What follows belongs to an exercise in optimizing a design on an open flow for small area; a production flow would make more cautious choices. Function was checked by simulation only, so behaviour that the tests miss may differ from the original.

JK:
## fft16_top
module fft16_top(
    input clk,
    input rst,
    input [15:0] data_in,
    input [3:0] write_addr,
    input we,
    input [3:0] read_addr,
    input re,
    output [15:0] data_r,
    output [15:0] data_i
    );
For scale: roughly 4300 cells after synthesis, roughly 330 flip-flops, ~60 I/O pins.
make LEC_CHECK=0 CAP_MARGIN=20 CORE_MARGIN=2 CORE_UTILIZATION=40 SLEW_MARGIN=20 finish   # period 10.0 ns
run.sh (not shown) runs the stock make flow with config.mk's settings and CLKGATE_MAP_FILE= SYNTH_SCRIPT=/design/flow/synth_recipe.tcl, a recipe that flattens the netlist after the stock synthesis.
Here is what was changed in the inputs of MS compared with JK.
--- a/flow/design.v
+++ b/flow/design.v
@@ -21,66 +21,46 @@
         end
     endfunction
     function [15:0] add3;
         input [15:0] a, o1, o2; input c0, c1;
         reg [17:0] s;
         begin
             s = {{2{a[15]}}, a} + {{2{o1[15]}}, o1} + {{2{o2[15]}}, o2} + {17'd0, c0} + {17'd0, c1};
             add3 = tr18(s);
         end
     endfunction
-    reg [16:0] S [0:7];
-    reg [16:1] Dh [0:7];
-    wire [16:0] D [0:7];
+    reg [15:0] x [0:15];
     genvar g;
-    wire [2:0] wp = write_addr[2:0];
-    wire whi = write_addr[3];
-    reg [16:0] s_old, d_old;
-    integer q;
-    always @* begin
-        s_old = S[0]; d_old = D[0];
-        for (q = 1; q < 8; q = q + 1)
-            if (wp == q) begin s_old = S[q]; d_old = D[q]; end
-    end
-    wire [17:0] osum = {s_old[16], s_old} + ({d_old[16], d_old} ^ {18{~whi}}) + {17'd0, ~whi};
-    wire [15:0] o = osum[16:1];
-    wire [16:0] s_new = {data_in[15], data_in} + {o[15], o};
-    wire [15:0] dpos = whi ? o : data_in, dneg = whi ? data_in : o;
-    wire [16:0] d_new = {dpos[15], dpos} + ~{dneg[15], dneg} + 17'd1;
-    generate for (g = 0; g < 8; g = g + 1) begin : smem
+    generate for (g = 0; g < 16; g = g + 1) begin : smem
         always @(posedge clk)
-            if (we && wp == g) begin S[g] <= s_new; Dh[g] <= d_new[16:1]; end
-        assign D[g] = {Dh[g], S[g][0]};
+            if (we && write_addr == g) x[g] <= data_in;
     end endgenerate
     wire k0 = read_addr[0], k1 = read_addr[1], k2 = read_addr[2];
-    wire [15:0] AS [0:7];
-    wire [15:0] AD [0:7];
+    wire [15:0] A [0:7];
     generate for (g = 0; g < 8; g = g + 1) begin : st1
-        assign AS[g] = tr17(S[g]);
-        assign AD[g] = tr17(D[g]);
+        assign A[g] = addsub(x[g], x[g+8], k0);
     end endgenerate
     wire [15:0] Cr [0:1];
     wire [15:0] Ci [0:1];
     generate for (g = 0; g < 2; g = g + 1) begin : st3
-        wire [15:0] a0 = AD[g], a4 = AD[g+4], a2 = AD[g+2], a6 = AD[g+6];
-        wire [15:0] e0 = AS[g], e4 = AS[g+4], e2 = AS[g+2], e6 = AS[g+6];
+        wire [15:0] a0 = A[g], a4 = A[g+4], a2 = A[g+2], a6 = A[g+6];
         wire min6 = (a6 == 16'h8000) & k0 & ~k1;
         wire min4 = (a4 == 16'h8000) & k0 & ~k1;
         wire [22:0] xs, xc, ys, yc;
         wire [22:0] xsum, ysum;
         wire [22:0] xss, xcc, yss, ycc;
         csa4x45 ux(a2, xss, xcc);
         csa4x45 uy(a6, yss, ycc);
-        assign xs = k0 ? xss : {e2[15], e2, 6'b111111};
-        assign xc = k0 ? xcc : {{e6[15], e6} ^ {17{k1}}, 5'b0, k1};
-        assign ys = k0 ? yss : {e0[15], e0, 6'b111111};
-        assign yc = k0 ? ycc : {{e4[15], e4} ^ {17{k1}}, 5'b0, k1};
+        assign xs = k0 ? xss : {a2[15], a2, 6'b111111};
+        assign xc = k0 ? xcc : {{a6[15], a6} ^ {17{k1}}, 5'b0, k1};
+        assign ys = k0 ? yss : {a0[15], a0, 6'b111111};
+        assign yc = k0 ? ycc : {{a4[15], a4} ^ {17{k1}}, 5'b0, k1};
         assign xsum = xs + xc;
         assign ysum = ys + yc;
         wire [15:0] xo = {k0 ? xsum[21] : xsum[22], xsum[20:6]};
         wire [15:0] yo = {k0 ? ysum[21] : ysum[22], ysum[20:6]} & {16{~min6}};
         wire nb = |a2[5:0], n6 = |a6[5:0] & ~min6;
         reg [15:0] pr, o1, o2, pi, o3, o4;
         reg c1, c2, c3, c4;
         always @* begin
             if (!k0) begin
                 pr = yo;
[summary]
Diff MS and JK: CTS buffer count higher in MS
Number of tap cells inserted ended up about 7% higher on MS than on JK.
Across both runs, sequential share of cell area was lower for MS than for JK.
MS vs. JK: die outline width now larger, total met2 wirelength after detailed routing fell 8900 µm.
Between MS and JK, the number of flops mapped to enable cells by yosys is higher for JK.
The area fraction in compound gates after synthesis on MS is in line with that on JK.
Across both runs, post-route standard cell area excluding fillers was higher for MS than for JK.
Of MS and JK, MS shows the higher multi-input gate area in the final layout, with JK below it.
Per the comparison of MS with JK, number of global-route vias before repair went up 1.7%; die footprint moved up.

========
Another version of the RTL of fft16_top (not shown whole).
Size in the first run: about 4500 cells after synthesis, roughly 320 flip-flops, roughly 0.038 sq mm of cells after synthesis.
==> module fft16_top, before the edit <==
module fft16_top(
    input clk,
    input rst,
    input [15:0] data_in,
    input [3:0] write_addr,
    input we,
    input [3:0] read_addr,
    input re,
    output [15:0] data_r,
    output [15:0] data_i
    );
    function [15:0] tr17; input [16:0] s; tr17 = {s[16], s[14:0]}; endfunction
    function [15:0] tr18; input [17:0] s; tr18 = {s[17], s[14:0]}; endfunction
    function [15:0] addsub;
        input [15:0] a, b; input sub;
        reg [16:0] s;
        begin
            s = {a[15], a} + ({b[15], b} ^ {17{sub}}) + {16'd0, sub};
            addsub = tr17(s);
        end
    endfunction
    function [15:0] add3;
        input [15:0] a, o1, o2; input c0, c1;
        reg [17:0] s;
        begin
            s = {{2{a[15]}}, a} + {{2{o1[15]}}, o1} + {{2{o2[15]}}, o2} + {17'd0, c0} + {17'd0, c1};
            add3 = tr18(s);
        end
    endfunction
    reg [15:0] x [0:15];
    genvar g;
    generate for (g = 0; g < 16; g = g + 1) begin : smem
        always @(posedge clk)
            if (we && write_addr == g) x[g] <= data_in;
    end endgenerate
    wire k0 = read_addr[0], k1 = read_addr[1], k2 = read_addr[2];
    wire [15:0] A [0:7];
    generate for (g = 0; g < 8; g = g + 1) begin : st1
        assign A[g] = addsub(x[g], x[g+8], k0);
    end endgenerate
    wire [15:0] Cr [0:1];
    wire [15:0] Ci [0:1];
    generate for (g = 0; g < 2; g = g + 1) begin : st3
        wire [15:0] a0 = A[g], a4 = A[g+4], a2 = A[g+2], a6 = A[g+6];
        wire min6 = (a6 == 16'h8000) & k0 & ~k1;
        wire min4 = (a4 == 16'h8000) & k0 & ~k1;
        wire [17:0] x3 = {a2[15], a2, 1'b0} + {{2{a2[15]}}, a2};
        wire [17:0] y3 = {a6[15], a6, 1'b0} + {{2{a6[15]}}, a6};
        wire [22:0] xs, xc, ys, yc, xsum, ysum;
        assign xs = k0 ? {{1{x3[17]}}, x3, 4'b0001} : {a2[15], a2, 6'b111111};
        assign xc = k0 ? ~{{5{x3[17]}}, x3} : {{a6[15], a6} ^ {17{k1}}, 5'b0, k1};
        assign ys = k0 ? {{1{y3[17]}}, y3, 4'b0001} : {a0[15], a0, 6'b111111};
        assign yc = k0 ? ~{{5{y3[17]}}, y3} : {{a4[15], a4} ^ {17{k1}}, 5'b0, k1};
        assign xsum = xs + xc;
        assign ysum = ys + yc;
        wire [15:0] xo = {k0 ? xsum[21] : xsum[22], xsum[20:6]};
        wire [15:0] yo = {k0 ? ysum[21] : ysum[22], ysum[20:6]} & {16{~min6}};
        wire nb = |a2[5:0], n6 = |a6[5:0] & ~min6;
        reg [15:0] pr, o1, o2, pi, o3, o4;
        reg c1, c2, c3, c4;
        always @* begin
            if (!k0) begin
                pr = yo;
                o1 = k1 ? 16'd0 : (xo ^ {16{k2}}); c1 = ~k1 & k2;
                o2 = 16'd0; c2 = 1'b0;
                pi = 16'd0;
                o3 = 16'd0; c3 = 1'b0;
                o4 = k1 ? (xo ^ {16{~k2}}) : 16'd0; c4 = k1 & ~k2;
            end else begin
                pr = a0;
                o1 = xo ^ {16{k1 ^ k2}};  c1 = k1 ? (k2 ? nb : ~nb) : k2;
                o2 = yo ^ {16{~(k1 ^ k2)}}; c2 = k1 ? (k2 ? ~n6 : n6) : ~k2;
                pi = k1 ? a4 : (min4 ? 16'd0 : ~a4);
                o3 = yo ^ {16{~k2}};  c3 = k2 ? n6 : ~n6;
                o4 = xo ^ {16{~k2}};  c4 = k2 ? nb : ~nb;
            end
        end
        wire ci_extra = k0 & ~k1 & ~min4;
        assign Cr[g] = add3(pr, o1, o2, c1, c2);
        wire [17:0] si = {{2{pi[15]}}, pi} + {{2{o3[15]}}, o3} + {{2{o4[15]}}, o4}
                       + {17'd0, c3} + {17'd0, c4} + {17'd0, ci_extra};
        assign Ci[g] = tr18(si);
    end endgenerate
    reg [15:0] ar4, ai4, br4, bi4;
    reg [3:0]  k4;
    always @(posedge clk)
        if (re) begin
            ar4 <= Cr[0]; ai4 <= Ci[0]; br4 <= Cr[1]; bi4 <= Ci[1];
            k4 <= read_addr;
        end
    wire odd4 = k4[0];
    wire [24:0] uar_s, uar_c, ubr_s, ubr_c, uai_s, uai_c, ubi_s, ubi_c;
    prodA pa_r(br4, odd4, uar_s, uar_c);
    prodA pa_i(bi4, odd4, uai_s, uai_c);
    prodB pb_r(br4, ubr_s, ubr_c);
    prodB pb_i(bi4, ubi_s, ubi_c);
    wire [24:0] uar = uar_s + uar_c, uai = uai_s + uai_c;
    wire [24:0] ubr = ubr_s + ubr_c, ubi = ubi_s + ubi_c;
    wire [15:0] har = uar[23:8], hai = uai[23:8], hbr = ubr[23:8], hbi = ubi[23:8];
    wire n6r = |br4[5:0], n7r = |br4[6:0], n6i = |bi4[5:0], n7i = |bi4[6:0];
    function [16:0] hsel;    
        input [1:0] cls; input [15:0] v, ha, hb; input n6, n7;
        case (cls)
        2'd1: hsel = {1'b0, v};
        2'd2: hsel = {n6, ha};
        2'd3: hsel = {n7, hb};
        default: hsel = 17'd0;
        endcase
    endfunction
    reg [1:0] cr, ci;    
    reg swr, swi;        
    always @* begin
        case (k4[2:0])
        3'd0: begin cr = 1; ci = 0; swr = 0; swi = 0; end
        3'd1: begin cr = 2; ci = 3; swr = 0; swi = 1; end
        3'd2: begin cr = 2; ci = 2; swr = 0; swi = 1; end
        3'd3: begin cr = 3; ci = 2; swr = 0; swi = 1; end
        3'd4: begin cr = 0; ci = 1; swr = 0; swi = 1; end
        3'd5: begin cr = 3; ci = 2; swr = 1; swi = 1; end
        3'd6: begin cr = 2; ci = 2; swr = 1; swi = 1; end
        default: begin cr = 2; ci = 3; swr = 1; swi = 1; end
        endcase
    end
    wire q4 = k4[3];
    wire [16:0] t1 = hsel(cr, br4, har, hbr, n6r, n7r);   
    wire [16:0] t2 = hsel(ci, bi4, hai, hbi, n6i, n7i);   
    wire [16:0] t3 = hsel(cr, bi4, hai, hbi, n6i, n7i);   
    wire [16:0] t4 = hsel(ci, br4, har, hbr, n6r, n7r);   
    wire s1 = swr ^ q4, s2 = swi ^ ~q4, s3 = swr ^ q4, s4 = swi ^ q4;
    wire [15:0] o1 = t1[15:0] ^ {16{s1}}, o2 = t2[15:0] ^ {16{s2}};
    wire [15:0] o3 = t3[15:0] ^ {16{s3}}, o4 = t4[15:0] ^ {16{s4}};
    wire c1 = s1 ^ (swr & t1[16]), c2 = s2 ^ (swi & t2[16]);
    wire c3 = s3 ^ (swr & t3[16]), c4 = s4 ^ (swi & t4[16]);
    assign data_r = add3(ar4, o1, o2, c1, c2);
    assign data_i = add3(ai4, o3, o4, c3, c4);
endmodule
==> flow/config.mk <==
export PLATFORM = sky130hd
export DESIGN_NAME = fft16_top
export DESIGN_NICKNAME = fft16_top
export VERILOG_FILES = /design/flow/design.v
export SDC_FILE = /design/flow/constraint.sdc
export NUM_CORES = 4
export LEC_CHECK = 0
export CAP_MARGIN = 20
export CORE_MARGIN = 2
export CORE_UTILIZATION = 40
export SLEW_MARGIN = 20
==> flow/constraint.sdc <==
create_clock -name core_clock -period 10.0 [get_ports {clk}]
set_input_delay 2.0000 -clock core_clock [delete_from_list [all_inputs] [get_ports {clk}]]
set_output_delay 2.0000 -clock core_clock [all_outputs]
set_load 0.01 [all_outputs]
standard.sh (not shown) runs the stock make flow with config.mk's settings and CLKGATE_MAP_FILE= SYNTH_SCRIPT=/design/flow/synth_recipe.tcl, a recipe that flattens the netlist after the stock synthesis.
==> flow/flow/run.sh <==
#!/bin/bash
set -euo pipefail
here="$(pwd)"
rm -rf "$here/orfs_scripts"
cp -r "$FLOW_HOME/scripts" "$here/orfs_scripts"
cp "$here/flow/abc.script" "$here/orfs_scripts/abc_speed.script"
export SCRIPTS_DIR="$here/orfs_scripts"
bash standard.sh > "$here/standard.log" 2>&1
==> flow/flow/abc.script <==
strash
dc2
dch -f
amap
topo
stime -c
buffer -c
upsize -c
dnsize -c
The baseline ran to the end with violations: negative setup slack.
Edit:
--- a/flow/design.v
+++ b/flow/design.v
@@ -25,36 +25,56 @@
         reg [17:0] s;
         begin
             s = {{2{a[15]}}, a} + {{2{o1[15]}}, o1} + {{2{o2[15]}}, o2} + {17'd0, c0} + {17'd0, c1};
             add3 = tr18(s);
         end
     endfunction
-    reg [15:0] x [0:15];
+    reg [16:0] S [0:7];
+    reg [16:1] Dh [0:7];
+    wire [16:0] D [0:7];
     genvar g;
-    generate for (g = 0; g < 16; g = g + 1) begin : smem
+    wire [2:0] wp = write_addr[2:0];
+    wire whi = write_addr[3];
+    reg [16:0] s_old, d_old;
+    integer q;
+    always @* begin
+        s_old = S[0]; d_old = D[0];
+        for (q = 1; q < 8; q = q + 1)
+            if (wp == q) begin s_old = S[q]; d_old = D[q]; end
+    end
+    wire [17:0] osum = {s_old[16], s_old} + ({d_old[16], d_old} ^ {18{~whi}}) + {17'd0, ~whi};
+    wire [15:0] o = osum[16:1];
+    wire [16:0] s_new = {data_in[15], data_in} + {o[15], o};
+    wire [15:0] dpos = whi ? o : data_in, dneg = whi ? data_in : o;
+    wire [16:0] d_new = {dpos[15], dpos} + ~{dneg[15], dneg} + 17'd1;
+    generate for (g = 0; g < 8; g = g + 1) begin : smem
         always @(posedge clk)
-            if (we && write_addr == g) x[g] <= data_in;
+            if (we && wp == g) begin S[g] <= s_new; Dh[g] <= d_new[16:1]; end
+        assign D[g] = {Dh[g], S[g][0]};
     end endgenerate
     wire k0 = read_addr[0], k1 = read_addr[1], k2 = read_addr[2];
-    wire [15:0] A [0:7];
+    wire [15:0] AS [0:7];
+    wire [15:0] AD [0:7];
     generate for (g = 0; g < 8; g = g + 1) begin : st1
-        assign A[g] = addsub(x[g], x[g+8], k0);
+        assign AS[g] = tr17(S[g]);
+        assign AD[g] = tr17(D[g]);
     end endgenerate
     wire [15:0] Cr [0:1];
     wire [15:0] Ci [0:1];
     generate for (g = 0; g < 2; g = g + 1) begin : st3
-        wire [15:0] a0 = A[g], a4 = A[g+4], a2 = A[g+2], a6 = A[g+6];
+        wire [15:0] a0 = AD[g], a4 = AD[g+4], a2 = AD[g+2], a6 = AD[g+6];
+        wire [15:0] e0 = AS[g], e4 = AS[g+4], e2 = AS[g+2], e6 = AS[g+6];
         wire min6 = (a6 == 16'h8000) & k0 & ~k1;
         wire min4 = (a4 == 16'h8000) & k0 & ~k1;
         wire [17:0] x3 = {a2[15], a2, 1'b0} + {{2{a2[15]}}, a2};
         wire [17:0] y3 = {a6[15], a6, 1'b0} + {{2{a6[15]}}, a6};
         wire [22:0] xs, xc, ys, yc, xsum, ysum;
-        assign xs = k0 ? {{1{x3[17]}}, x3, 4'b0001} : {a2[15], a2, 6'b111111};
-        assign xc = k0 ? ~{{5{x3[17]}}, x3} : {{a6[15], a6} ^ {17{k1}}, 5'b0, k1};
-        assign ys = k0 ? {{1{y3[17]}}, y3, 4'b0001} : {a0[15], a0, 6'b111111};
-        assign yc = k0 ? ~{{5{y3[17]}}, y3} : {{a4[15], a4} ^ {17{k1}}, 5'b0, k1};
+        assign xs = k0 ? {{1{x3[17]}}, x3, 4'b0001} : {e2[15], e2, 6'b111111};
+        assign xc = k0 ? ~{{5{x3[17]}}, x3} : {{e6[15], e6} ^ {17{k1}}, 5'b0, k1};
+        assign ys = k0 ? {{1{y3[17]}}, y3, 4'b0001} : {e0[15], e0, 6'b111111};
+        assign yc = k0 ? ~{{5{y3[17]}}, y3} : {{e4[15], e4} ^ {17{k1}}, 5'b0, k1};
         assign xsum = xs + xc;
         assign ysum = ys + yc;
         wire [15:0] xo = {k0 ? xsum[21] : xsum[22], xsum[20:6]};
         wire [15:0] yo = {k0 ? ysum[21] : ysum[22], ysum[20:6]} & {16{~min6}};
         wire nb = |a2[5:0], n6 = |a6[5:0] & ~min6;
         reg [15:0] pr, o1, o2, pi, o3, o4;
- The new run finished clean
- first-iteration DRC count goes up by 24%
- critical path depth falls by 14
- routed wire length grows by 5.7%
- fmax came out higher by 5.4%
- via count shrinks by 8.3%
- sequential cell count came out higher by 8
- utilization drops by 7.3 points
- synthesized area went down by 3.0%
- register-to-register slack loses 0.39 ns
- setup slack improves by 0.52 ns
- non-clock buffer count shrinks by 679

-- what the ideal ports hide --
Ports are ideal in the flow. The routed layouts listed here were re-timed in OpenROAD. Step 1: set_driving_cell puts a clkbuf_16 on clk and a buf_2 on each other input, an assumption about the parent block. Step 2 times the ports against the registers' clock, not the clock port: input delays grow and output delays shrink by t, the midpoint of the rising clock arrivals with the driver on. Slacks: ideal ports / drivers / drivers and shift; pairs: ideal ports / drivers.
run	t (ns)	setup WS [ns]	hold WS [ns]	slew at the worst register clock pin (ns)
JK	0.655	0.094 / 0.029 / 0.683	1.120 / 1.120 / 1.120	0.07 / 0.07
MS	0.641	0.341 / 0.276 / -0.137	1.369 / 1.369 / 1.369	0.08 / 0.08
the first run of note 2	0.636	-0.197 / -0.191 / -0.827	1.152 / 1.152 / 1.152	0.08 / 0.08
the second run of note 2	0.627	0.326 / 0.263 / 0.294	1.169 / 1.169 / 1.169	0.06 / 0.06
Met with ideal ports but missed after step 2: setup timing in MS. The setup slack of the first run of note 2, which loses most, moves by +0.006 ns with the drivers and by -0.630 ns with both steps.
